This design comes from an exercise in tuning for small area on the open sky130 flow, not from production work.
The RTL was checked by simulation tests, not by an equivalence proof against the original design.
No activity file was given, so power comes from the tool's default toggle rates.

// systolic_cube_with_mc
module systolic_cube_with_mc #(
    parameter ARRAY_NUM = 3,
    parameter BLOCK_NUM = 3,
    parameter CUBE_NUM  = 3,  
    parameter RAM_DEPTH = 2048
) (
    input  wire                         iClk,
    input  wire                         iRst,
    input  wire                         iStart,
    output wire                         oReady,
    output wire [$clog2(RAM_DEPTH)-1:0] oAddrForDataWeightRam,
    input  wire [31:0]                  iDataFromDataRam,
    input  wire [31:0]                  iWeightFromWeightRam,
    output wire                         oWrEnForResultRam,
    output wire [$clog2(RAM_DEPTH)-1:0] oAddrForResultRam,
    output wire [31:0]                  oDataToResultRam
);
For scale: ~930 flip-flops.
Settings: LEC_CHECK=0, ABC_AREA=1, CAP_MARGIN=20, CORE_MARGIN=2, CORE_UTILIZATION=55, CTS_CLUSTER_DIAMETER=100, CTS_CLUSTER_SIZE=22, SLEW_MARGIN=20; clock period 10.0 ns.
standard.sh (not shown) runs the stock make flow with config.mk's settings and CLKGATE_MAP_FILE= SYNTH_SCRIPT=/design/flow/synth_recipe.tcl, a recipe that flattens the netlist after the stock synthesis.
==> flow/flow/run.sh <==
#!/bin/bash
# The standard layout (standard.sh), with two changes to synthesis, neither
# of which touches the registers:
#  - Yosys's synth skips its quick ABC pass (synth -noabc), so the full
#    adders that extract_fa finds are the ones the RTL writes, without the
#    inverters the quick mapping leaves around them;
#  - the final technology mapping runs ABC with flow/abc_area.script (two
#    rounds of choice-based area mapping (amap) with resubstitution, and
#    no buffering or sizing, which placement repairs later).
set -euo pipefail
W=$(pwd)
sed 's/yosys synth -nofsm -noshare /yosys synth -nofsm -noshare -noabc /' "$W/synth_recipe.tcl" > "$W/synth_noabc.tcl"
grep -q -- '-noabc' "$W/synth_noabc.tcl"
cat > "$W/synth_abc.tcl" <<EOT
proc abc {args} {
  set i [lsearch -exact \$args -script]
  if { \$i >= 0 } { set args [lreplace \$args [expr {\$i + 1}] [expr {\$i + 1}] {$W/flow/abc_area.script}] }
  yosys abc {*}\$args
}
source {$W/synth_noabc.tcl}
EOT
bash "$W/standard.sh" "SYNTH_SCRIPT=$W/synth_abc.tcl" finish > "$W/standard.log" 2>&1
==> flow/flow/abc_area.script <==
strash
dch -f
amap
mfs2
strash
dch -f
amap
topo
Edit:
--- a/flow/flow/run.sh
+++ b/flow/flow/run.sh
@@ -7,3 +7,3 @@
 #  - the final technology mapping runs ABC with flow/abc_area.script (two
-#    rounds of choice-based area mapping (amap) with resubstitution, and
+#    rounds of choice-based area mapping with don't-care resubstitution, and
 #    no buffering or sizing, which placement repairs later).
==> flow/flow/abc_area.script (replaced) <==
strash
&get -n
&st
&dch -f
&nf -a -R 1000
&put
mfs2
strash
&get -n
&st
&dch -f
&nf -a -R 1000
&put
topo
- CORE_UTILIZATION: 55 -> 45
Clock-buffer cell count is higher by 6.
Total power is lower by 7.7%.
Core utilization is lower by 11 points.
Wire length is higher by 3.0%.
Edit:
--- a/flow/flow/run.sh
+++ b/flow/flow/run.sh
@@ -7,3 +7,3 @@
 #  - the final technology mapping runs ABC with flow/abc_area.script (two
-#    rounds of choice-based area mapping with don't-care resubstitution, and
+#    rounds of choice-based area mapping (amap) with resubstitution, and
 #    no buffering or sizing, which placement repairs later).
==> flow/flow/abc_area.script (replaced) <==
strash
dch -f
amap
mfs2
strash
dch -f
amap
topo
Outcome: The changed run went through all stages and came out clean. Die area is lower by about 1.6%. Clock-buffer cell count falls by 3. Power rises by 10%. Via count went down by 1.3%. Synthesized cell count goes down by about 4%.
Edit:
- CTS_CLUSTER_SIZE: 22 -> 24
Register-to-register slack gets worse by 70 ps.
Via count hardly moves.
Wire length stays flat.
Cell area barely changes.
Clock skew decreases by 12 ps.
Total power increases by about 0.33%.
Sequential power barely changes.
Combinational power stays flat.
Worst setup slack gets worse by 72 ps.
Clock-buffer cell count decreases by 2.

========
systolic_cube_with_mc, a different RTL version from the one above (not shown whole).
Size: roughly 7800 cells after synthesis, ~120 I/O pins, ~0.072 mm^2 of cells after synthesis.
clock: 10.0 ns
lec_check: 0
abc_area: 1
cap_margin: 20
core_margin: 2
core_utilization: 45
slew_margin: 20
==> flow/flow/run.sh <==
#!/bin/bash
# The standard layout (standard.sh), with one change to synthesis: the final
# technology mapping runs ABC with flow/abc_area.script (two rounds of
# choice-based area mapping with don't-care resubstitution, and no buffering
# or sizing, which placement repairs later) instead of ORFS's ABC script.
# Everything else, including the registers, is the standard synthesis.
set -euo pipefail
W=$(pwd)
cat > "$W/synth_abc.tcl" <<EOT
proc abc {args} {
  set i [lsearch -exact \$args -script]
  if { \$i >= 0 } { set args [lreplace \$args [expr {\$i + 1}] [expr {\$i + 1}] {$W/flow/abc_area.script}] }
  yosys abc {*}\$args
}
source {$W/synth_recipe.tcl}
EOT
bash "$W/standard.sh" "SYNTH_SCRIPT=$W/synth_abc.tcl" finish > "$W/standard.log" 2>&1
==> flow/flow/abc_area.script <==
strash
&get -n
&st
&dch -f
&nf -a -R 1000
&put
mfs2
strash
&get -n
&st
&dch -f
&nf -a -R 1000
&put
topo
Next try:
==> flow/run.sh (new file) <==
#!/bin/bash
# synth_recipe.tcl (not shown) runs the flow's synth.tcl, then flattens the netlist and writes it again
# the make line also repeats each setting of config.mk as NAME=value (left out here)
make -C /OpenROAD-flow-scripts/flow DESIGN_CONFIG=/design/flow/config.mk WORK_HOME=/design/flow/orfs CLKGATE_MAP_FILE= SYNTH_SCRIPT=/design/flow/synth_recipe.tcl finish
removed: flow/flow/run.sh
removed: flow/flow/abc_area.script
removed: flow/standard.sh
Result: The changed run completed with no timing, DRC or antenna violations. Power decreases slightly. Wire length rose by about a fifth. Die area climbs by a few percent. Clock-buffer cell count came out higher by 19.
Next try:
- CTS_CLUSTER_DIAMETER: default -> 100
- CTS_CLUSTER_SIZE: default -> 22
The changed run passed the timing, design-rule and antenna checks.
Sequential power hardly moves.
Worst hold slack gains 0.0055 ns.
Setup slack got worse by 0.043 ns.
Total power shrinks by 14%.
Design area fell by 2.2%.
Count of clock-buffer cells in the layout decreases by 75.
Routed wire length falls by 0.40%.

static timing again, ports no longer ideal:
Ports are ideal in the flow. The routed layouts listed here were re-timed in OpenROAD.
Step 1: set_driving_cell puts a clkbuf_16 on iClk and a buf_2 on each other input, an assumption about the parent block.
Step 2 adds t to the input delays and takes it off the output delays; t is the mean of the earliest and latest rising clock arrival at the registers after step 1. Input paths then give back, and output paths get back, about the clock's delay inside the block.
Slacks: ideal ports / drivers / drivers and shift; pairs: ideal ports / drivers.
| run | t, ns | setup slack, ns | worst hold slack (ns) | worst register clock-pin slew, ns | cell pins on the clock port's net |
|---|---|---|---|---|---|
| the first run of note 1 | 0.786 | 0.559 / 0.559 / 0.559 | 0.362 / 0.362 / 0.362 | 0.10 / 0.10 | 1 |
| the second run of note 1 | 0.799 | 1.012 / 1.012 / 1.012 | 0.369 / 0.369 / 0.369 | 0.10 / 0.10 | 1 |
| the third run of note 1 | 0.786 | 0.485 / 0.485 / 0.485 | 0.358 / 0.358 / 0.358 | 0.10 / 0.10 | 1 |
| the fourth run of note 1 | 0.785 | 0.413 / 0.413 / 0.413 | 0.363 / 0.363 / 0.363 | 0.11 / 0.11 | 1 |
| the first run of note 2 | 0.837 | 0.693 / 0.693 / 0.693 | 0.397 / 0.397 / 0.397 | 0.07 / 0.07 | 1 |
| the second run of note 2 | 0.849 | 0.790 / 0.790 / 0.790 | 0.371 / 0.371 / 0.371 | 0.08 / 0.08 | 1 |
| the third run of note 2 | 0.819 | 0.747 / 0.747 / 0.747 | 0.376 / 0.376 / 0.376 | 0.10 / 0.10 | 1 |
After both steps setup and hold are still met in every run listed.
